From an optimization exercise on the open Yosys and OpenROAD flow, aimed at small area, a short achievable clock period and few clock cycles; shortcuts taken in it are not production practice. Function was checked by simulation only, so behaviour that the tests miss may differ from the original. No activity file was given, so power comes from the tool's default toggle rates.

**design/flow/design.v**
```verilog
module axi_stream_insert_header #(
    parameter DATA_WD = 64,
    parameter DATA_BYTE_WD = DATA_WD / 8,
    parameter BYTE_CNT_WD = $clog2(DATA_BYTE_WD)
) (
    input                       clk             ,
    input                       rst_n           ,
    input                       valid_in        ,
    input [DATA_WD-1 : 0]       data_in         ,
    input [DATA_BYTE_WD-1 : 0]  keep_in         ,
    input                       last_in         ,
    output                      ready_in        ,
    output                      valid_out       ,
    output [DATA_WD-1 : 0]      data_out        ,
    output [DATA_BYTE_WD-1 : 0] keep_out        ,
    output                      last_out        ,
    input                       ready_out       ,
    input                       valid_insert    ,
    input [DATA_WD-1 : 0]       data_insert     ,
    input [DATA_BYTE_WD-1 : 0]  keep_insert     ,
    input [BYTE_CNT_WD : 0]     byte_insert_cnt ,
    output                      ready_insert
    );
    localparam NB = DATA_BYTE_WD;
    reg                 in_pkt ;  
    reg                 tail   ;  
    reg  [DATA_WD-1:0]  carry  ;  
    reg  [NB-1:0]       mask   ;  
    reg  [BYTE_CNT_WD-1:0] rot ;  
    reg  [NB-2:0]       keep_r ;  
    function [DATA_WD-1:0] rotr;
        input [DATA_WD-1:0] d;
        input integer       n;
        rotr = (d >> (n * 8)) | (d << (DATA_WD - n * 8));
    endfunction
    function [NB-1:0] rotk;
        input [NB-1:0] k;
        input integer  n;
        rotk = (k >> n) | (k << (NB - n));
    endfunction
    wire [DATA_WD-1:0] lane_mask;
    genvar g;
    generate
        for (g = 0; g < NB; g = g + 1) begin : g_mask
            assign lane_mask[g*8 +: 8] = {8{mask[g]}};
        end
    endgenerate
    wire [DATA_WD-1:0] s0 = (carry & lane_mask) | (data_in & ~lane_mask);
    wire [DATA_WD-1:0] s1 = rot[0] ? rotr(s0, 1) : s0;
    wire [DATA_WD-1:0] s2 = rot[1] ? rotr(s1, 2) : s1;
    wire [DATA_WD-1:0] s3 = rot[2] ? rotr(s2, 4) : s2;
    wire [NB-1:0] k0 = tail ? ({1'b1, keep_r} & mask) : (keep_in | mask);
    wire [NB-1:0] k1 = rot[0] ? rotk(k0, 1) : k0;
    wire [NB-1:0] k2 = rot[1] ? rotk(k1, 2) : k1;
    wire [NB-1:0] k3 = rot[2] ? rotk(k2, 4) : k2;
    wire fits = ~|(keep_in & mask);
    wire idle = !in_pkt && !tail;
    assign ready_in     = in_pkt && ready_out;
    assign valid_out    = tail || (in_pkt && valid_in);
    assign ready_insert = idle || (ready_out && (tail || (in_pkt && valid_in && last_in && fits)));
    assign data_out = s3;
    assign keep_out = k3;
    assign last_out = tail || (last_in && fits);
    wire shake_insert = valid_insert && ready_insert;
    wire shake_in     = valid_in && ready_in;
    always @(posedge clk or negedge rst_n) begin
        if (!rst_n) begin
            in_pkt <= 1'b0;
            tail   <= 1'b0;
        end
        else begin
            if (shake_insert)
                in_pkt <= 1'b1;
            else if (shake_in && last_in)
                in_pkt <= 1'b0;
            if (shake_in && last_in && !fits)
                tail <= 1'b1;
            else if (ready_out)
                tail <= 1'b0;
        end
    end
    wire ld_hdr  = shake_insert;
    wire ld_in   = shake_in && !shake_insert;
    wire ld_hold = !shake_insert && !shake_in;
    always @(posedge clk)
        carry <= ({DATA_WD{ld_hdr}} & data_insert) | ({DATA_WD{ld_in}} & data_in) |
                 ({DATA_WD{ld_hold}} & carry);
    always @(posedge clk) begin
        if (shake_insert) begin
            mask <= ~({NB{1'b1}} << byte_insert_cnt);
            rot  <= byte_insert_cnt[BYTE_CNT_WD-1:0];
        end
        if (shake_in)
            keep_r <= keep_in[NB-2:0];
    end
endmodule
```
**design/flow/flow/run.sh**
```bash
#!/bin/bash
# The standard ORFS layout (standard.sh), with these changes:
# - synthesis maps the logic with an area-oriented ABC script (flow/area.abc);
#   registers, flattening and names are synth_recipe.tcl's, unchanged;
# - every port is buffered with the smallest buffer cell (the resizer may
#   still upsize it) instead of the default choice;
# - clock tree: clkbuf_8 buffers and no dummy loads;
# - timing repair up to CTS aims for PRE_MARGIN ns of setup slack on the worst
#   path only; after global routing it only repairs up to POST_MARGIN.
set -euo pipefail
W=$PWD
PRE_MARGIN=${PRE_MARGIN:-2.0}
POST_MARGIN=${POST_MARGIN:-1.8}
COMMON=(
  "SYNTH_SCRIPT=$W/flow/my_synth.tcl"
  "MY_ABC_SCRIPT=$W/flow/area.abc"
  "FLOW_SYNTH_TCL=$W/synth_recipe.tcl"
  "BUFFER_PORTS_ARGS=-buffer_cell sky130_fd_sc_hd__buf_1"
  "CTS_ARGS=-sink_clustering_enable -repair_clock_nets -dont_use_dummy_load -buf_list sky130_fd_sc_hd__clkbuf_8 -root_buf sky130_fd_sc_hd__clkbuf_8"
  "TNS_END_PERCENT=0"
)
bash standard.sh "${COMMON[@]}" "SETUP_SLACK_MARGIN=$PRE_MARGIN" cts > flow_to_cts.log 2>&1
bash standard.sh "${COMMON[@]}" "SETUP_SLACK_MARGIN=$POST_MARGIN" finish > flow_to_finish.log 2>&1
```
**design/flow/flow/area.abc**
```
strash
dch
map -a
amap
topo
stime -c
```
**design/flow/flow/my_synth.tcl**
```tcl
# The standard flow's synthesis script (synth_recipe.tcl), with ABC mapping the logic by
# the area-oriented script in MY_ABC_SCRIPT instead of ORFS's own script.
proc abc {args} {
  set i [lsearch -exact $args -script]
  if { $i >= 0 } { lset args [expr { $i + 1 }] $::env(MY_ABC_SCRIPT) }
  set i [lsearch -exact $args -D]
  if { $i >= 0 } { set args [lreplace $args $i [expr { $i + 1 }]] }
  puts "abc (own script): $args"
  yosys abc {*}$args
}
source $::env(FLOW_SYNTH_TCL)
```
**design/flow/standard.sh**
```bash
#!/bin/bash
# synth_recipe.tcl (not shown) runs the flow's synth.tcl, then flattens the netlist and writes it again
# the make line also repeats each setting of config.mk as NAME=value (left out here)
make -C /OpenROAD-flow-scripts/flow DESIGN_CONFIG=/design/flow/config.mk WORK_HOME=/design/flow/orfs CLKGATE_MAP_FILE= SYNTH_SCRIPT=/design/flow/synth_recipe.tcl "${@:-finish}"
```
**design/flow/config.mk**
```make
export PLATFORM = sky130hd
export DESIGN_NAME = axi_stream_insert_header
export DESIGN_NICKNAME = axi_stream_insert_header
export VERILOG_FILES = /design/flow/design.v
export SDC_FILE = /design/flow/constraint.sdc
export NUM_CORES = 4
export LEC_CHECK = 0
export CAP_MARGIN = 20
export CORE_MARGIN = 2
export CORE_UTILIZATION = 40
export PLACE_DENSITY = 0.6
export SLEW_MARGIN = 20
```
**design/flow/constraint.sdc**
```tcl
create_clock -name core_clock -period 5.0 [get_ports {clk}]
set_input_delay 1.0000 -clock core_clock [delete_from_list [all_inputs] [get_ports {clk}]]
set_output_delay 1.0000 -clock core_clock [all_outputs]
set_load 0.01 [all_outputs]
```
==> summary.txt, run 1 <==
Buf/Inv on CP = 2
Area Growth Syn to Fin = 29.7%
Initial antenna violation count = 0
Cells along the critical path = buf_1, o22ai_1, o22ai_1, o22ai_1, o22ai_1, buf_1
Chip Width = 114 um
H-tree depth = 3
Cells after Synth = 571
Root Buffer = clkbuf_8
WL met2 = 9.96 mm
Flop pwr share = 32.0%
RSZ-0062 raised after global routing = yes
Crit start category = primary input
Pre-antenna DRT Iters = 5
Leakage = 1.99 nW
CP max stage cell = o22ai_1
Pwr Total = 3.57 mW
Die area = 0.0130 mm2
Clock transition at path regs = 0.09 ns
Setup CP Type = primary input to output pin
Mean Syn Cell Area = 8.50 um2
Ports = 230
Worst-Skew Late Latency = 0.37 ns
Final core occ = 52.8%
Most frequent cells in the layout = o22ai_1, buf_1, clkinv_1
Status = no timing/DRC/antenna violations
Worst-Margin Slew = 0.888 ns
Max incr delay on CP = 0.29 ns
CTS tree = built
CP dominant cell by count = o22ai_1
Synthesis-stage register bit count = 84
DRC = 0
Die Ht = 114 um
Final Net Count = 980
Clock Skews = 0.0177 ns
Largest buffer count on any clock path = 2
Fin crit share = 63.4%
Post-synthesis cell area = 0.00485 mm2
CP top delay family = compound AO/OA/AOI/OAI gates
Gr usage total = 32.7%
Hold_buf cts = 0
Synth area leader = o22ai_1
Final min period = 3.17 ns
Final setup viols = 0
Worst endpoint required time = 4.00 ns
Non-Filler Instances = 971
Antenna Cells = 0
Worst hold slack = 0.396 ns
Commonest non-fill, non-tap cell in the layout = o22ai_1
Max-cap viol count = 0
Peak supply drop = 224 uV
Final Hold Fails = 0
FP Rows = 40
Ratio of cells with drive above 1 in the final layout = 6.92%
Internal power = 1.91 mW
Crit-path max FO = 2
Final HPWL DP = 14.1 mm
Rel. slew slack = 40.7%
CORE AREA = 0.0119 mm2
Switching share of total power = 46.6%
Synthesized net count = 725
Combinational share of power = 57.0%
Distinct cells, synth = 16
1st-iter DRT viols = 966
Min-Delay Path Class = primary input to asynchronous set/reset pin
DR top layer = met4
Placer congestion estimate = 0.887
Wirelength, routed = 21.9 mm
First-pass GRT wire length = 33.2 mm
Main area contributors after synthesis = o22ai_1, dfxtp_1, a222oi_1, edfxtp_1, clkinv_1
Cells after DPL = 951
Pwr/cell area = 567 mW/mm2
Yosys top cell area share = 35.1%
Vias in the first global route = 6,215
Routed length on met3 = 2.32 mm
DR vias = 6,672
GRT overflow = 0
Vias per cell = 6.87
Fmax = 0.315 GHz
CTS Sinks = 84
Switch Pwr = 1.66 mW
Antenna violation net count after detailed routing = 0
Num CTS Buffers = 9
Crit path capture type = output pin
Port-buffer cells = 221
Sequential-to-total area share from yosys stat = 38.6%
Pin count of the biggest net entering global routing = 74
Final Max Slew Viols = 0
Average wire per standard cell = 22.5 um
Initial core utilization = 40.7%
Clock share of power = 11.0%
Arrival time worst endpoint = 2.17 ns
Wl on met1 = 8.83 mm
Synth warnings = 1
[through the flow]
step	cell area [um2]	TNS (ns)	worst slack, ns
2_1_floorplan	4850	-0.00644	-0.00322
3_3_place_gp	5970	0	1.04
3_5_place_dp	5970	0	0.970
4_1_cts	6260	0	1.90
5_1_grt	6290	0	1.75
6_report	6290	0	1.83
[Yosys cell counts]
cell and number:
nor2b_1 2, a21oi_1 8, o32ai_1 1, edfxtp_1 18
dfrtp_1 2, nand3_1 1, o21ai_0 18, nor4_1 1
nand2_1 9, o22a_1 4, a22o_1 1, a222oi_1 64
nor2_1 16, o22ai_1 272, clkinv_1 90, dfxtp_1 64
[timing repair]
action / CTS / global route
endpoints found under the hold margin: 0 / 0
setup endpoints to repair: 149 / 49
pin swaps: 2 / 1
setup buffers: 8 / 1
gates resized for setup: 32 / 5
cloned: 2 / 0
[per-layer routing]
metal  up-vias  track usage [%]
met5         -                0
met4         0             13.0
met3        58             5.35
met2       453             53.5
met1      3129             43.4
li1       3032                -
[sequential cells by signal, summed over array words and instances, names as in the netlist]
name / count
carry: 64
mask: 8
keep_r: 7
rot: 3
in_pkt: 1
tail: 1
[cells by family after synthesis]
logic type             share of synthesized area (%)
AOI/OAI and AO/OA                               52.0
buffers and inverters                           6.96
DFF                                             38.6
and+or+nand+nor                                 2.42
[worst register-to-register path, cell delays in order, from the launching register on]
cell and delay, ns:
edfxtp_1 0.44, buf_4 0.19, a22o_1 0.24, nor4_4 0.32, clkinv_2 0.11, o21ai_2 0.16
nand2_1 0.11, bufinv_16 0.32, nor2_4 0.16, buf_6 0.25, a222oi_1 0.39, clkinv_1 0.11
[power by group through the flow]
stage	registers [mW]	clock network (mW)	logic, mW
2_1_floorplan	1.17	0	1.28
3_5_place_dp	1.16	0	1.91
5_1_grt	1.17	0.424	2.22
6_report	1.14	0.393	2.04
3_3_place_gp	1.15	0	1.86
4_1_cts	1.14	0.396	1.98
[final timing paths]
kind	end	start	depth (start not counted)	slack, ns
max	data_out[0]	data_in[40]	6	1.83
min	in_pkt	rst_n	1	0.40
max reg2reg	carry[43]	mask[6]	11	2.10
min reg2reg	carry[7]	carry[7]	2	0.46
max in group asynchronous	tail	rst_n	1	4.47
min in group core_clock	carry[7]	carry[7]	2	0.46
[final cells by class]
class	count	area [um2]
clock buffers	9	124
fillers	1195	5620
inverters	90	387
multi-input cells	399	2730
flip-flops and latches	84	1870
well taps	147	184
repair buffers	242	1000
Testbench counts, summed over its fixed seeds: cycles 11,954.
==> run 2, diff against run 1 <==
--- a/design/flow/flow/run.sh
+++ b/design/flow/flow/run.sh
@@ -11,5 +11,5 @@
 W=$PWD
 PRE_MARGIN=${PRE_MARGIN:-2.0}
-POST_MARGIN=${POST_MARGIN:-1.8}
+POST_MARGIN=${POST_MARGIN:-0}
 COMMON=(
   "SYNTH_SCRIPT=$W/flow/my_synth.tcl"
==> summary.txt, run 2 <==
Status = no timing/DRC/antenna violations
Clock transition at path regs = 0.09 ns
Max reg flops = 64
Distinct cells, synth = 16
Vias per cell = 6.78
Pwr/cell area = 568 mW/mm2
Asr flop ratio synth = 2.38%
Worst endpoint required time = 4.00 ns
Fin crit share = 63.4%
Post-synthesis cell area = 0.00485 mm2
RSZ-0062 raised after global routing = no
Worst-Skew Late Latency = 0.37 ns
Placer congestion estimate = 0.887
Num CTS Buffers = 9
Synth cell count leaders = o22ai_1, clkinv_1, a222oi_1, dfxtp_1
Worst Slack Setup Final = 1.83 ns
Antenna Cells = 0
Worst hold slack = 0.394 ns
Cells after Synth = 571
Pwr Total = 3.55 mW
Final Hold Fails = 0
Max-cap viol count = 0
Final Max Slew Viols = 0
Die area = 0.0130 mm2
Arrival time worst endpoint = 2.17 ns
Largest buffer count on any clock path = 2
Cells along the critical path = buf_4, o22ai_1, o22ai_1, buf_1
CORE AREA = 0.0119 mm2
Gr usage total = 32.7%
Die Ht = 114 um
Leakage = 1.98 nW
Final min period = 3.17 ns
Ratio of cells with drive above 1 in the final layout = 6.56%
Predominant post-synthesis flop cell = dfxtp_1
H-tree depth = 3
CP dominant cell by count = o22ai_1
Fmax = 0.316 GHz
Worst reg2reg path endpoint = carry[46]
Root Buffer = clkbuf_8
RR Startpoint = mask[5]
Max incr delay on CP = 0.62 ns
Final HPWL DP = 14.1 mm
Initial antenna violation count = 0
Crit start category = flip-flop
Wirelength, routed = 22.0 mm
Peak supply drop = 223 uV
Most common cell in the netlist = o22ai_1
Crit-path max FO = 72
Commonest non-fill, non-tap cell in the layout = o22ai_1
Average wire per standard cell = 22.6 um
Antenna violation net count after detailed routing = 0
Synthesized net count = 725
Cells after DPL = 951
Mean Syn Cell Area = 8.50 um2
Most frequent cells in the layout = o22ai_1, buf_1, clkinv_1
Synth area leader = o22ai_1
Initial core utilization = 40.7%
Sequential-to-total area share from yosys stat = 38.6%
Final setup viols = 0
Crit path capture type = output pin
First-pass GRT wire length = 33.2 mm
DR vias = 6,579
Post-synth EDFFs = 18
Ports = 230
CTS tree = built
Worst R2R Setup Slack = 2.04 ns
GRT overflow = 0
Chip Width = 114 um
Pre-antenna DRT Iters = 6
Min-Delay Path Class = primary input to asynchronous set/reset pin
Port-buffer cells = 221
1st-iter DRT viols = 964
Worst-Margin Slew = 0.905 ns
Regs by FF count = carry x64, mask x8, keep_r x7
CTS Sinks = 84
Rel. slew slack = 39.6%
Vias in the first global route = 6,215
Synth warnings = 1
R2r worst-path depth = 11
Non-Filler Instances = 970
Hold_buf cts = 0
DRC = 0
Pin count of the biggest net entering global routing = 74
Final core occ = 52.6%
Biggest register = carry
CP max stage cell = buf_4
Main area contributors after synthesis = o22ai_1, dfxtp_1, a222oi_1, edfxtp_1, clkinv_1
Yosys top cell area share = 35.1%
Placement Setup Slack = 0.970 ns
Final Net Count = 979
Synthesis-stage register bit count = 84
FP Rows = 40
Setup CP Type = flip-flop to output pin
Area Growth Syn to Fin = 29.0%
Clock Skews = 0.0200 ns
[run 2: critical path: cells and delay by family, from the launching register on]
family,cells,cell delay (ns)
flip-flops,1,0.41
buffers and inverters,2,0.81
AO/OA/AOI/OAI,2,0.58
[run 2: what timing repair did]
action	in CTS	in global routing
setup buffers	8	0
endpoints found under the setup margin	149	0
resized for setup	32	0
[run 2: cell type report]
class                           count  area (um2)
Timing Repair Buffer              241         986
Clock buffer                        9         124
Tap cell                          147         184
Fill cell                        1200        5650
Inverter                           90         373
Sequential cell                    84        1870
Multi-Input combinational cell    399        2720
[run 2: kinds of logic (layout without fill, tap and decap cells)]
kind of cell	Yosys count	in the layout	share of synthesized area, %
buffers and inverters	90	340	6.96
AND/OR/NAND/NOR	29	31	2.42
flip-flops	84	84	38.6
AO/OA/AOI/OAI	368	368	52.0
[run 2: where the power goes]
part	leakage [nW]	total, mW	switching (mW)	internal [mW]
clock	0.0647	0.393	0.232	0.162
combinational	1.19	2.02	1.28	0.739
sequential	0.723	1.14	0.157	0.988
[run 2: worst max-delay path by stage]
stage                     slack (ns)  cells past startpoint        from           end
final                           1.83                      4      rot[1]  data_out[24]
after global routing            1.70                     10        tail   keep_out[5]
after CTS                       1.90                      4      rot[1]  data_out[24]
after detailed placement        0.97                     11  keep_in[6]     carry[51]
after global placement          1.04                     11  keep_in[6]     carry[38]
after floorplan               -0.003                      5      rot[0]   keep_out[1]
[run 2: metrics by stage]
step / TNS, ns / area [um2]
detailed placement: 0 / 5970
floorplan: -0.00644 / 4850
global route: 0 / 6260
CTS: 0 / 6260
finish: 0 / 6260
global placement: 0 / 5970
[run 2: per-layer routing]
metal | share of wire (%) | GRT usage (%) | wire (um)
met5 | 0 | 0 | 0
met4 | 3.3 | 13.0 | 728
met3 | 10 | 5.35 | 2230
met2 | 46 | 53.5 | 10100
met1 | 41 | 43.4 | 8950
==> run 3, diff against run 2 <==
--- a/design/flow/flow/run.sh
+++ b/design/flow/flow/run.sh
@@ -18,5 +18,5 @@
   "BUFFER_PORTS_ARGS=-buffer_cell sky130_fd_sc_hd__buf_1"
   "CTS_ARGS=-sink_clustering_enable -repair_clock_nets -dont_use_dummy_load -buf_list sky130_fd_sc_hd__clkbuf_8 -root_buf sky130_fd_sc_hd__clkbuf_8"
-  "TNS_END_PERCENT=0"
+  "TNS_END_PERCENT=10"
 )
 bash standard.sh "${COMMON[@]}" "SETUP_SLACK_MARGIN=$PRE_MARGIN" cts > flow_to_cts.log 2>&1
==> summary.txt, run 3 <==
Synthesis-stage register bit count = 84
Commonest non-fill, non-tap cell in the layout = o22ai_1
Most common cell in the netlist = o22ai_1
Antenna violation net count after detailed routing = 0
Asr flop ratio synth = 2.38%
Simple-Gate Fraction of Synth Area = 2.42%
Average wire per standard cell = 21.6 um
Cells after DPL = 944
Setup CP Type = primary input to output pin
Worst endpoint required time = 4.00 ns
Crit start category = primary input
Port-buffer cells = 221
Max-cap viol count = 0
Vias in the first global route = 5,907
Final Max Slew Viols = 0
Largest family of logic cells by synthesized area = compound AO/OA/AOI/OAI gates
Worst hold slack = 0.396 ns
Post-synthesis cell area = 0.00485 mm2
Synth warnings = 1
Fillers = 1,222
Crit-path max FO = 2
Placement Setup Slack = 1.16 ns
Vias per cell = 6.70
FP Rows = 40
Pwr Total = 3.56 mW
Internal power = 1.90 mW
Clock share of power = 11.2%
Switch Pwr = 1.66 mW
Placed inst area = 0.00596 mm2
Combinational share of power = 56.6%
Main area contributors after synthesis = o22ai_1, dfxtp_1, a222oi_1, edfxtp_1, clkinv_1
Arrival time worst endpoint = 2.16 ns
Post-synth EDFFs = 18
Clock Skews = 0.0349 ns
Wirelength, routed = 20.8 mm
Sequential-to-total area share from yosys stat = 38.6%
Register area = 0.00187 mm2
Die Ht = 114 um
Num CTS Buffers = 9
GRT overflow = 0
Final HPWL DP = 13.9 mm
Initial antenna violation count = 0
Flop pwr share = 32.2%
Distinct cells, synth = 16
First-pass GRT wire length = 31.1 mm
DRC = 0
Crit path capture type = output pin
Final setup viols = 0
Peak supply drop = 243 uV
Final Net Count = 972
Synth cell count leaders = o22ai_1, clkinv_1, a222oi_1, dfxtp_1
Worst-Skew Late Latency = 0.39 ns
Max reg flops = 64
Pre-antenna DRT Iters = 6
Mean Syn Cell Area = 8.50 um2
Placer congestion estimate = 0.913
Clock transition at path regs = 0.08 ns
Final setup TNS = 0 ns
Yosys top cell area share = 35.1%
CTS Sinks = 84
Mux share of post-synthesis cell area = 0%
Root Buffer = clkbuf_8
Final min period = 3.16 ns
Area Growth Syn to Fin = 29.5%
Post-Synth XOR/XNOR Area = 0%
Synth area leader = o22ai_1
Fmax = 0.317 GHz
Initial core utilization = 40.7%
Synthesized net count = 725
Most frequent cells in the layout = o22ai_1, buf_1, clkinv_1
Final core occ = 52.8%
Pwr/cell area = 566 mW/mm2
Fin crit share = 63.2%
Final Cell Area = 0.00628 mm2
Final Hold Fails = 0
Chip Width = 114 um
DR vias = 6,449
Cells after Synth = 571
Switching share of total power = 46.6%
Rel. slew slack = 49.8%
Non-Filler Instances = 963
Ports = 230
Ratio of cells with drive above 1 in the final layout = 7.35%
Worst Slack Setup Final = 1.84 ns
Status = no timing/DRC/antenna violations
Synth Area in Compound Gates = 52.0%
1st-iter DRT viols = 850
H-tree depth = 3
Predominant post-synthesis flop cell = dfxtp_1
Worst-Margin Slew = 0.753 ns
Pin count of the biggest net entering global routing = 79
Post-synthesis adder-cell area fraction = 0%
Biggest register = carry
CTS tree = built
Area occupied by multi-input gates = 0.00274 mm2
Antenna Cells = 0
CORE AREA = 0.0119 mm2
Die area = 0.0130 mm2
RSZ-0062 raised after global routing = no
Gr usage total = 31.0%
Largest buffer count on any clock path = 2
Min-Delay Path Class = primary input to asynchronous set/reset pin
Regs by FF count = carry x64, mask x8, keep_r x7
Leakage = 1.99 nW
run 3: cell counts after synthesis:
No cell type changed its count.
run 3: area by class of cell:
cell class / count / area share (%)
multi-input cells: 398 / 43.6
flip-flops and latches: 84 / 29.8
repair buffers: 235 / 15.5
inverters: 90 / 6.25
well taps: 147 / 2.93
clock buffers: 9 / 1.97
run 3: metal layers:
layer	wire length, um	GRT usage (%)	up-vias
met5	0	0	-
met3	1830	6.35	41
li1	-	-	3017
met4	709	15.8	0
met1	8680	40.2	3051
met2	9610	48.9	340
run 3: power groups by stage:
stage          Combinational (mW)  Sequential [mW]  Clock [mW]
3_5_place_dp                 1.90             1.17           0
4_1_cts                      1.99             1.14       0.402
5_1_grt                      2.21             1.17       0.427
6_report                     2.01             1.15       0.398
2_1_floorplan                1.29             1.17           0
3_3_place_gp                 1.86             1.16           0
run 3: cell families after synthesis:
logic type,count (synthesis)
flops,84
compound gates,368
buf+inv,90
simple gates,29
run 3: final timing paths:
| kind | from | to | slack (ns) | cells past startpoint |
|---|---|---|---|---|
| min reg2reg | carry[60] | carry[60] | 0.46 | 2 |
| max in group asynchronous | rst_n | tail | 4.47 | 1 |
| min | rst_n | tail | 0.40 | 1 |
| min in group core_clock | carry[60] | carry[60] | 0.46 | 2 |
| max | data_in[0] | data_out[16] | 1.84 | 6 |
| max reg2reg | mask[5] | carry[47] | 2.05 | 11 |
run 3: what timing repair did:
item / CTS / global route
endpoints found under the hold margin: 0 / 0
buffers inserted: 9 / 0
setup endpoints to repair: 138 / 0
hold buffers: 0 / 0
gates resized for setup: 45 / 0
run 3: worst max-delay path, stage by stage:
cell,delay [ns]
buf_1,0.09
o22ai_1,0.34
o22ai_1,0.18
o22ai_1,0.23
o22ai_1,0.14
buf_1,0.18
==> run 4, diff against run 3 <==
--- a/design/flow/flow/run.sh
+++ b/design/flow/flow/run.sh
@@ -18,5 +18,5 @@
   "BUFFER_PORTS_ARGS=-buffer_cell sky130_fd_sc_hd__buf_1"
   "CTS_ARGS=-sink_clustering_enable -repair_clock_nets -dont_use_dummy_load -buf_list sky130_fd_sc_hd__clkbuf_8 -root_buf sky130_fd_sc_hd__clkbuf_8"
-  "TNS_END_PERCENT=10"
+  "TNS_END_PERCENT=5"
 )
 bash standard.sh "${COMMON[@]}" "SETUP_SLACK_MARGIN=$PRE_MARGIN" cts > flow_to_cts.log 2>&1
==> summary.txt, run 4 <==
Status = no timing/DRC/antenna violations
Routed length on met3 = 1.83 mm
1st-iter DRT viols = 850
Final Max Slew Viols = 0
Min-Delay Path Class = primary input to asynchronous set/reset pin
CTS Sinks = 84
Wl on met1 = 8.68 mm
Num CTS Buffers = 9
Die area = 0.0130 mm2
Max reg flops = 64
Asr flop ratio synth = 2.38%
Worst-Skew Late Latency = 0.39 ns
Cells after DPL = 944
Average wire per standard cell = 21.6 um
Vias per cell = 6.70
Worst hold slack = 0.396 ns
DRC = 0
Buf/Inv on CP = 2
GRT overflow = 0
Worst Slack Setup Final = 1.84 ns
Clock transition at path regs = 0.08 ns
Vias in the first global route = 5,907
Placed inst area = 0.00596 mm2
Most frequent cells in the layout = o22ai_1, buf_1, clkinv_1
Crit start category = primary input
Initial antenna violation count = 0
Gr usage total = 31.0%
Synthesis-stage register bit count = 84
Cells after Synth = 571
Final Net Count = 972
CORE AREA = 0.0119 mm2
CP max stage cell = o22ai_1
Worst R2R Setup Slack = 2.05 ns
First-pass GRT wire length = 31.1 mm
Most common cell in the netlist = o22ai_1
RR Startpoint = mask[5]
Pre-antenna DRT Iters = 6
R2r worst-path depth = 11
H-tree depth = 3
Fin crit share = 63.2%
Rel. slew slack = 49.8%
DR vias = 6,449
Max-cap viol count = 0
Initial core utilization = 40.7%
RSZ-0062 raised after global routing = no
Worst-Margin Slew = 0.753 ns
CP dominant cell by count = o22ai_1
Final core occ = 52.8%
Final setup TNS = 0 ns
Root Buffer = clkbuf_8
Antenna violation net count after detailed routing = 0
Antenna Cells = 0
Wirelength, routed = 20.8 mm
Synthesized net count = 725
Pin count of the biggest net entering global routing = 79
Mean Syn Cell Area = 8.50 um2
Largest buffer count on any clock path = 2
Cells along the critical path = buf_1, o22ai_1, o22ai_1, o22ai_1, o22ai_1, buf_1
Pwr/cell area = 566 mW/mm2
Hold_buf cts = 0
Peak supply drop = 243 uV
Critical path depth = 6
Predominant post-synthesis flop cell = dfxtp_1
Crit path capture type = output pin
Final Hold Fails = 0
CP top delay family = compound AO/OA/AOI/OAI gates
Ports = 230
Area Growth Syn to Fin = 29.5%
DR top layer = met4
Worst reg2reg path endpoint = carry[47]
Non-Filler Instances = 963
Distinct cells, synth = 16
Final HPWL DP = 13.9 mm
Critical Path Source = data_in[0]
Ratio of cells with drive above 1 in the final layout = 7.35%
Worst endpoint required time = 4.00 ns
Clock Skews = 0.0349 ns
Setup CP Type = primary input to output pin
Post-synthesis cell area = 0.00485 mm2
Main area contributors after synthesis = o22ai_1, dfxtp_1, a222oi_1, edfxtp_1, clkinv_1
Yosys top cell area share = 35.1%
Regs by FF count = carry x64, mask x8, keep_r x7
Chip Width = 114 um
Sequential-to-total area share from yosys stat = 38.6%
Synth area leader = o22ai_1
Final min period = 3.16 ns
Arrival time worst endpoint = 2.16 ns
Fmax = 0.317 GHz
Commonest non-fill, non-tap cell in the layout = o22ai_1
Register area = 0.00187 mm2
CTS tree = built
Synth cell count leaders = o22ai_1, clkinv_1, a222oi_1, dfxtp_1
Fillers = 1,222
Final Cell Area = 0.00628 mm2
Critical Path Sink = data_out[16]
Post-synth EDFFs = 18
Pwr Total = 3.56 mW
Synth warnings = 1
Biggest register = carry
Area occupied by multi-input gates = 0.00274 mm2
Final setup viols = 0
Die Ht = 114 um
Placement Setup Slack = 1.16 ns
WL met2 = 9.61 mm
Crit-path max FO = 2
Port-buffer cells = 221
FP Rows = 40
Leakage = 1.99 nW
Placer congestion estimate = 0.913
Max incr delay on CP = 0.34 ns
==> run 4: cell counts in the layout (fill, tap and decap cells not counted) <==
No cell type changed its count.
==> run 4: how the worst min path moves through the flow <==
stage,depth (start not counted),slack (ns),end
6_report,1,0.40,tail
5_1_grt,1,0.40,in_pkt
4_1_cts,1,0.38,in_pkt
3_5_place_dp,2,0.45,carry[49]
3_3_place_gp,2,0.44,carry[9]
2_1_floorplan,2,0.43,carry[10]
==> run 4: kinds of logic after synthesis <==
family                 count (synthesis)  share of synthesized area (%)
buffers and inverters                 90                           6.96
DFF                                   84                           38.6
and+or+nand+nor                       29                           2.42
AOI/OAI and AO/OA                    368                           52.0
==> run 4: area by class of cell <==
cell class	count	share of cell area (%)
inverter	90	6.25
timing repair buffer	235	15.5
tap	147	2.93
multi-input combinational	398	43.6
sequential	84	29.8
clock buffer	9	1.97
==> run 4: worst reg2reg max path, delay by kind of cell, from the launching register on <==
family	cells	cell delay [ns]
flip-flops	1	0.44
AND/OR/NAND/NOR	3	0.79
buffers and inverters	5	0.90
AO/OA/AOI/OAI	3	0.69
==> run 4: timing repair <==
item	4_1_cts	5_1_grt
resized for setup	45	0
setup endpoints to repair	138	0
setup buffers	9	0
==> run 4: power by group <==
group	internal (mW)	switching (mW)
logic	0.749	1.26
registers	0.988	0.157
clock network	0.161	0.236
total	1.90	1.66
==> run 4: metal layers <==
layer | track usage (%) | up-vias
li1 | - | 3017
met1 | 40.2 | 3051
met2 | 48.9 | 340
met3 | 6.35 | 41
met4 | 15.8 | 0
met5 | 0 | -
==> run 5, diff against run 4 <==
--- a/design/flow/flow/run.sh
+++ b/design/flow/flow/run.sh
@@ -18,5 +18,5 @@
   "BUFFER_PORTS_ARGS=-buffer_cell sky130_fd_sc_hd__buf_1"
   "CTS_ARGS=-sink_clustering_enable -repair_clock_nets -dont_use_dummy_load -buf_list sky130_fd_sc_hd__clkbuf_8 -root_buf sky130_fd_sc_hd__clkbuf_8"
-  "TNS_END_PERCENT=5"
+  "TNS_END_PERCENT=0"
 )
 bash standard.sh "${COMMON[@]}" "SETUP_SLACK_MARGIN=$PRE_MARGIN" cts > flow_to_cts.log 2>&1
--- a/design/flow/config.mk
+++ b/design/flow/config.mk
@@ -8,5 +8,5 @@
 export CAP_MARGIN = 20
 export CORE_MARGIN = 2
-export CORE_UTILIZATION = 40
-export PLACE_DENSITY = 0.6
+export CORE_UTILIZATION = 55
+export PLACE_DENSITY = 0.75
 export SLEW_MARGIN = 20
==> summary.txt, run 5 <==
Worst R2R Setup Slack = 2.11 ns
Vias in the first global route = 6,050
Largest buffer count on any clock path = 2
Synth area leader = o22ai_1
Distinct cells, synth = 16
Rel. slew slack = 36.9%
Worst-Skew Late Latency = 0.37 ns
Final Hold Fails = 0
Initial core utilization = 56.2%
Final Max Slew Viols = 0
Status = no timing/DRC/antenna violations
Synthesized net count = 725
CORE AREA = 0.00864 mm2
Worst-Margin Slew = 0.947 ns
Final HPWL DP = 12.9 mm
Pre-antenna DRT Iters = 7
Synthesis-stage register bit count = 84
Ratio of cells with drive above 1 in the final layout = 8.92%
Num CTS Buffers = 9
Setup CP Type = flip-flop to output pin
Synth cell count leaders = o22ai_1, clkinv_1, a222oi_1, dfxtp_1
Clock Skews = 0.0233 ns
Mean Syn Cell Area = 8.50 um2
Critical Path Sink = data_out[19]
Chip Width = 97.9 um
Fin crit share = 64.0%
WL met2 = 9.05 mm
Pin count of the biggest net entering global routing = 74
Commonest non-fill, non-tap cell in the layout = o22ai_1
Min-Delay Path Class = primary input to asynchronous set/reset pin
DRC = 0
FP Rows = 34
Final min period = 3.20 ns
Asr flop ratio synth = 2.38%
Crit path capture type = output pin
H-tree depth = 3
Worst endpoint required time = 4.00 ns
Final Net Count = 974
Max reg flops = 64
Arrival time worst endpoint = 2.20 ns
Antenna violation net count after detailed routing = 0
Port-buffer cells = 221
First-pass GRT wire length = 30.3 mm
Initial antenna violation count = 0
Crit-path max FO = 72
Max-cap viol count = 0
Ports = 230
Yosys top cell area share = 35.1%
Antenna Cells = 0
CTS Sinks = 84
Final setup TNS = 0 ns
1st-iter DRT viols = 1,034
Regs by FF count = carry x64, mask x8, keep_r x7
Placer congestion estimate = 0.895
DR vias = 6,681
Non-Filler Instances = 926
Area Growth Syn to Fin = 29.1%
Wirelength, routed = 19.7 mm
Cells after Synth = 571
Clock transition at path regs = 0.09 ns
Pwr/cell area = 569 mW/mm2
RSZ-0062 raised after global routing = no
Biggest register = carry
Gr usage total = 38.9%
Main area contributors after synthesis = o22ai_1, dfxtp_1, a222oi_1, edfxtp_1, clkinv_1
Average wire per standard cell = 21.3 um
Die area = 0.00959 mm2
Cells along the critical path = clkinv_2, o22ai_1, buf_1
Leakage = 2.01 nW
Vias per cell = 7.21
R2r worst-path depth = 12
Wl on met1 = 7.31 mm
Final setup viols = 0
Post-synth EDFFs = 18
Sequential-to-total area share from yosys stat = 38.6%
Die Ht = 97.9 um
Peak supply drop = 274 uV
GRT overflow = 0
Cells after DPL = 906
RR Startpoint = mask[3]
DR top layer = met4
Routed length on met3 = 2.23 mm
Final core occ = 72.5%
Critical Path Source = rot[2]
Synth warnings = 1
Worst hold slack = 0.398 ns
Pwr Total = 3.56 mW
Most frequent cells in the layout = o22ai_1, buf_1, clkinv_1
Fmax = 0.312 GHz
Root Buffer = clkbuf_8
Most common cell in the netlist = o22ai_1
Worst reg2reg path endpoint = carry[35]
Crit start category = flip-flop
Post-synthesis cell area = 0.00485 mm2
Predominant post-synthesis flop cell = dfxtp_1
CTS tree = built
Hold_buf cts = 0
Max incr delay on CP = 0.73 ns
CP max stage cell = clkinv_2
==> run 5: cell count changes in the layout (fill, tap and decap cells not counted), moves of 3 or more <==
cell / change
buf_2: +3
buf_4: +4
o22ai_2: +6
o22ai_1: -6
==> run 5: cells by family after synthesis <==
family	share of synthesized area, %
compound gates	52.0
buf+inv	6.96
flops	38.6
simple gates	2.42
==> run 5: area by class of cell <==
type                    count  area (um2)
clock buffers               9         124
fillers                   734        2370
inverters                  90         368
multi-input cells         397        2800
flip-flops and latches     84        1870
well taps                 108         135
repair buffers            238         970
==> run 5: worst max-delay path, delay by kind of cell, from the launching register on <==
family                 cells  cell delay, ns
buffers and inverters      2            0.92
AO/OA/AOI/OAI              1            0.54
flip-flops                 1            0.37
==> run 5: power by group <==
| part | switching, mW | internal [mW] |
|---|---|---|
| registers | 0.160 | 0.988 |
| clock network | 0.234 | 0.162 |
| logic | 1.27 | 0.750 |
| total | 1.66 | 1.90 |
==> run 5: worst min-delay path by stage <==
stage               startpoint        end  slack, ns  depth (start not counted)
floorplan            carry[10]  carry[10]       0.43                          2
global placement     carry[60]  carry[60]       0.44                          2
detailed placement   carry[53]  carry[53]       0.45                          2
CTS                      rst_n     in_pkt       0.42                          1
global route             rst_n     in_pkt       0.40                          1
finish                   rst_n     in_pkt       0.40                          1
==> run 5: metrics by stage <==
step,setup WS [ns],instance area [um2]
finish,1.80,6260
floorplan,-0.00322,4850
CTS,1.95,6260
global placement,1.24,5880
detailed placement,1.11,5880
global route,1.72,6260
==> run 5: what timing repair did <==
action	in CTS	in global routing
resized for setup	57	0
setup buffers	11	0
endpoints found under the setup margin	149	0
==> run 5: routing by layer <==
| metal | up-vias | GRT usage (%) |
|---|---|---|
| met5 | - | 0 |
| met4 | 0 | 19.9 |
| met3 | 77 | 6.23 |
| met2 | 496 | 63.2 |
| met1 | 3096 | 50.1 |
| li1 | 3012 | - |
==> run 6, diff against run 5 <==
--- a/design/flow/flow/run.sh
+++ b/design/flow/flow/run.sh
@@ -18,5 +18,5 @@
   "BUFFER_PORTS_ARGS=-buffer_cell sky130_fd_sc_hd__buf_1"
   "CTS_ARGS=-sink_clustering_enable -repair_clock_nets -dont_use_dummy_load -buf_list sky130_fd_sc_hd__clkbuf_8 -root_buf sky130_fd_sc_hd__clkbuf_8"
-  "TNS_END_PERCENT=0"
+  "TNS_END_PERCENT=5"
 )
 bash standard.sh "${COMMON[@]}" "SETUP_SLACK_MARGIN=$PRE_MARGIN" cts > flow_to_cts.log 2>&1
==> summary.txt, run 6 <==
First-pass GRT wire length = 30.5 mm
1st-iter DRT viols = 1,036
Fillers = 740
CTS Sinks = 84
Leakage = 1.98 nW
R2r worst-path depth = 12
Min-Delay Path Class = primary input to asynchronous set/reset pin
Root Buffer = clkbuf_8
Area Growth Syn to Fin = 28.0%
Worst reg2reg path endpoint = carry[21]
CORE AREA = 0.00864 mm2
Sequential-to-total area share from yosys stat = 38.6%
Antenna Cells = 0
Antenna violation net count after detailed routing = 0
Pre-antenna DRT Iters = 10
Peak supply drop = 483 uV
Non-Filler Instances = 929
Average wire per standard cell = 21.5 um
DRC = 0
Most common cell in the netlist = o22ai_1
Rel. slew slack = 51.4%
Die area = 0.00959 mm2
Final Hold Fails = 0
Clock transition at path regs = 0.08 ns
Final setup TNS = 0 ns
Wirelength, routed = 19.9 mm
Crit-path max FO = 2
Distinct cells, synth = 16
Ports = 230
Synth warnings = 1
Final HPWL DP = 12.8 mm
Max reg flops = 64
Status = no timing/DRC/antenna violations
Max-cap viol count = 0
Cells after DPL = 906
Vias in the first global route = 6,138
Main area contributors after synthesis = o22ai_1, dfxtp_1, a222oi_1, edfxtp_1, clkinv_1
FP Rows = 34
Post-synthesis cell area = 0.00485 mm2
Cells after Synth = 571
Placer congestion estimate = 0.920
CTS tree = built
DR vias = 6,746
Worst-Margin Slew = 0.730 ns
RR Startpoint = mask[3]
Post-synth EDFFs = 18
Commonest non-fill, non-tap cell in the layout = o22ai_1
Asr flop ratio synth = 2.38%
Die Ht = 97.9 um
Vias per cell = 7.26
Initial core utilization = 56.2%
Port-buffer cells = 221
Worst-Skew Late Latency = 0.37 ns
Mean Syn Cell Area = 8.50 um2
GRT overflow = 0
Num CTS Buffers = 9
Pin count of the biggest net entering global routing = 74
Worst endpoint required time = 4.00 ns
Synth cell count leaders = o22ai_1, clkinv_1, a222oi_1, dfxtp_1
Crit path capture type = output pin
Arrival time worst endpoint = 2.12 ns
Setup CP Type = primary input to output pin
Largest buffer count on any clock path = 2
Final Max Slew Viols = 0
Fin crit share = 62.5%
H-tree depth = 3
Synthesis-stage register bit count = 84
Yosys top cell area share = 35.1%
Critical Path Source = keep_in[5]
Final min period = 3.12 ns
Predominant post-synthesis flop cell = dfxtp_1
Final Net Count = 977
Gr usage total = 39.6%
Biggest register = carry
Critical Path Sink = keep_out[7]
Chip Width = 97.9 um
Worst R2R Setup Slack = 2.04 ns
Fmax = 0.320 GHz
Clock Skews = 0.0267 ns
Synthesized net count = 725
Regs by FF count = carry x64, mask x8, keep_r x7
Initial antenna violation count = 0
Most frequent cells in the layout = o22ai_1, buf_1, clkinv_1
Synth area leader = o22ai_1
RSZ-0062 raised after global routing = no
Final setup viols = 0
Pwr/cell area = 567 mW/mm2
Crit start category = primary input
Ratio of cells with drive above 1 in the final layout = 6.82%
Pwr Total = 3.52 mW
==> run 6: cell counts after synthesis <==
Identical to the previous run, type by type.
==> run 6: where the power goes <==
group	switching, mW	leakage (nW)	internal, mW
clock network	0.228	0.0647	0.161
registers	0.159	0.723	0.988
logic	1.24	1.20	0.739
==> run 6: kinds of logic (layout without fill, tap and decap cells) <==
logic type	Yosys count	after routing	share of synthesized area, %
buf+inv	90	340	6.96
compound gates	368	368	52.0
simple gates	29	29	2.42
flops	84	84	38.6
==> run 6: worst min-delay path by stage <==
stage / depth (start not counted) / end / slack (ns) / start
finish: 1 / in_pkt / 0.41 / rst_n
global route: 1 / in_pkt / 0.42 / rst_n
CTS: 1 / in_pkt / 0.42 / rst_n
detailed placement: 2 / carry[55] / 0.45 / carry[55]
global placement: 2 / carry[9] / 0.44 / carry[9]
floorplan: 2 / carry[10] / 0.43 / carry[10]
==> run 6: cell type report <==
type / instances / area [um2] / area share, %
Timing Repair inverter: 1 / 8.76 / 0.141
Timing Repair Buffer: 240 / 992 / 16.0
Clock buffer: 9 / 124 / 2.00
Inverter: 90 / 372 / 5.99
Tap cell: 108 / 135 / 2.18
Sequential cell: 84 / 1870 / 30.2
Multi-Input combinational cell: 397 / 2700 / 43.6
==> run 6: repair_timing <==
item,in CTS,in global routing
hold buffers,0,0
setup buffers,13,0
setup endpoints to repair,138,0
gates resized for setup,32,0
==> run 6: per-layer routing <==
metal | part of all wire, % | global-route usage (%)
met2 | 46 | 64.1
met1 | 36 | 51.3
met5 | 0 | 0
met4 | 4.7 | 19.8
met3 | 13 | 6.80
==> run 6: metrics by stage <==
step	util, %	cell area (um2)	setup slack, ns	hold slack (ns)
floorplan	-	4890	-0.00322	0.433
global placement	68.3	5900	1.38	0.443
detailed placement	68.3	5900	1.34	0.447
CTS	71.9	6210	1.93	0.420
global route	71.9	6210	1.69	0.419
finish	71.9	6210	1.88	0.409
==> run 6: critical path, stage by stage <==
cell	delay (ns)
buf_1	0.15
clkinv_1	0.12
o21ai_1	0.18
o32ai_1	0.13
o22a_1	0.22
o22ai_1	0.15
buf_1	0.17

[port drivers added, routing unchanged]
No port has a modelled driver above. Below, the same layouts with a new extraction and two added sets of constraints.
Step 1 sets driving cells, clkbuf_16 on the clock port and buf_2 on the other inputs (assumed; they add their load-dependent delay and slew).
Step 2 moves the port delays by t, midway between the first and last clock arrival at a register: inputs arrive t later, outputs are due t later. That takes back most of the time a late clock gives input paths.
Three values: ideal, step 1, step 2; two values: the first two.
run	t (ns)	slack for setup (ns)	latest minus earliest clock arrival (ns)	worst register clock-pin slew, ns	pins driven straight from the clock port
run 1	0.395	1.829 / 1.800 / 1.563	0.018 / 0.018	0.09 / 0.09	1
run 2	0.395	1.831 / 1.794 / 1.508	0.020 / 0.020	0.09 / 0.09	1
run 3	0.406	1.842 / 1.807 / 1.586	0.036 / 0.036	0.10 / 0.10	1
run 4	0.406	1.842 / 1.807 / 1.586	0.036 / 0.036	0.10 / 0.10	1
run 5	0.394	1.799 / 1.764 / 1.572	0.024 / 0.023	0.09 / 0.09	1
run 6	0.389	1.876 / 1.852 / 1.534	0.029 / 0.029	0.09 / 0.09	1
After both steps setup and hold are still met in every run listed. The setup slack of run 6, which loses most, moves by -0.024 ns with the drivers and by -0.342 ns with both steps.
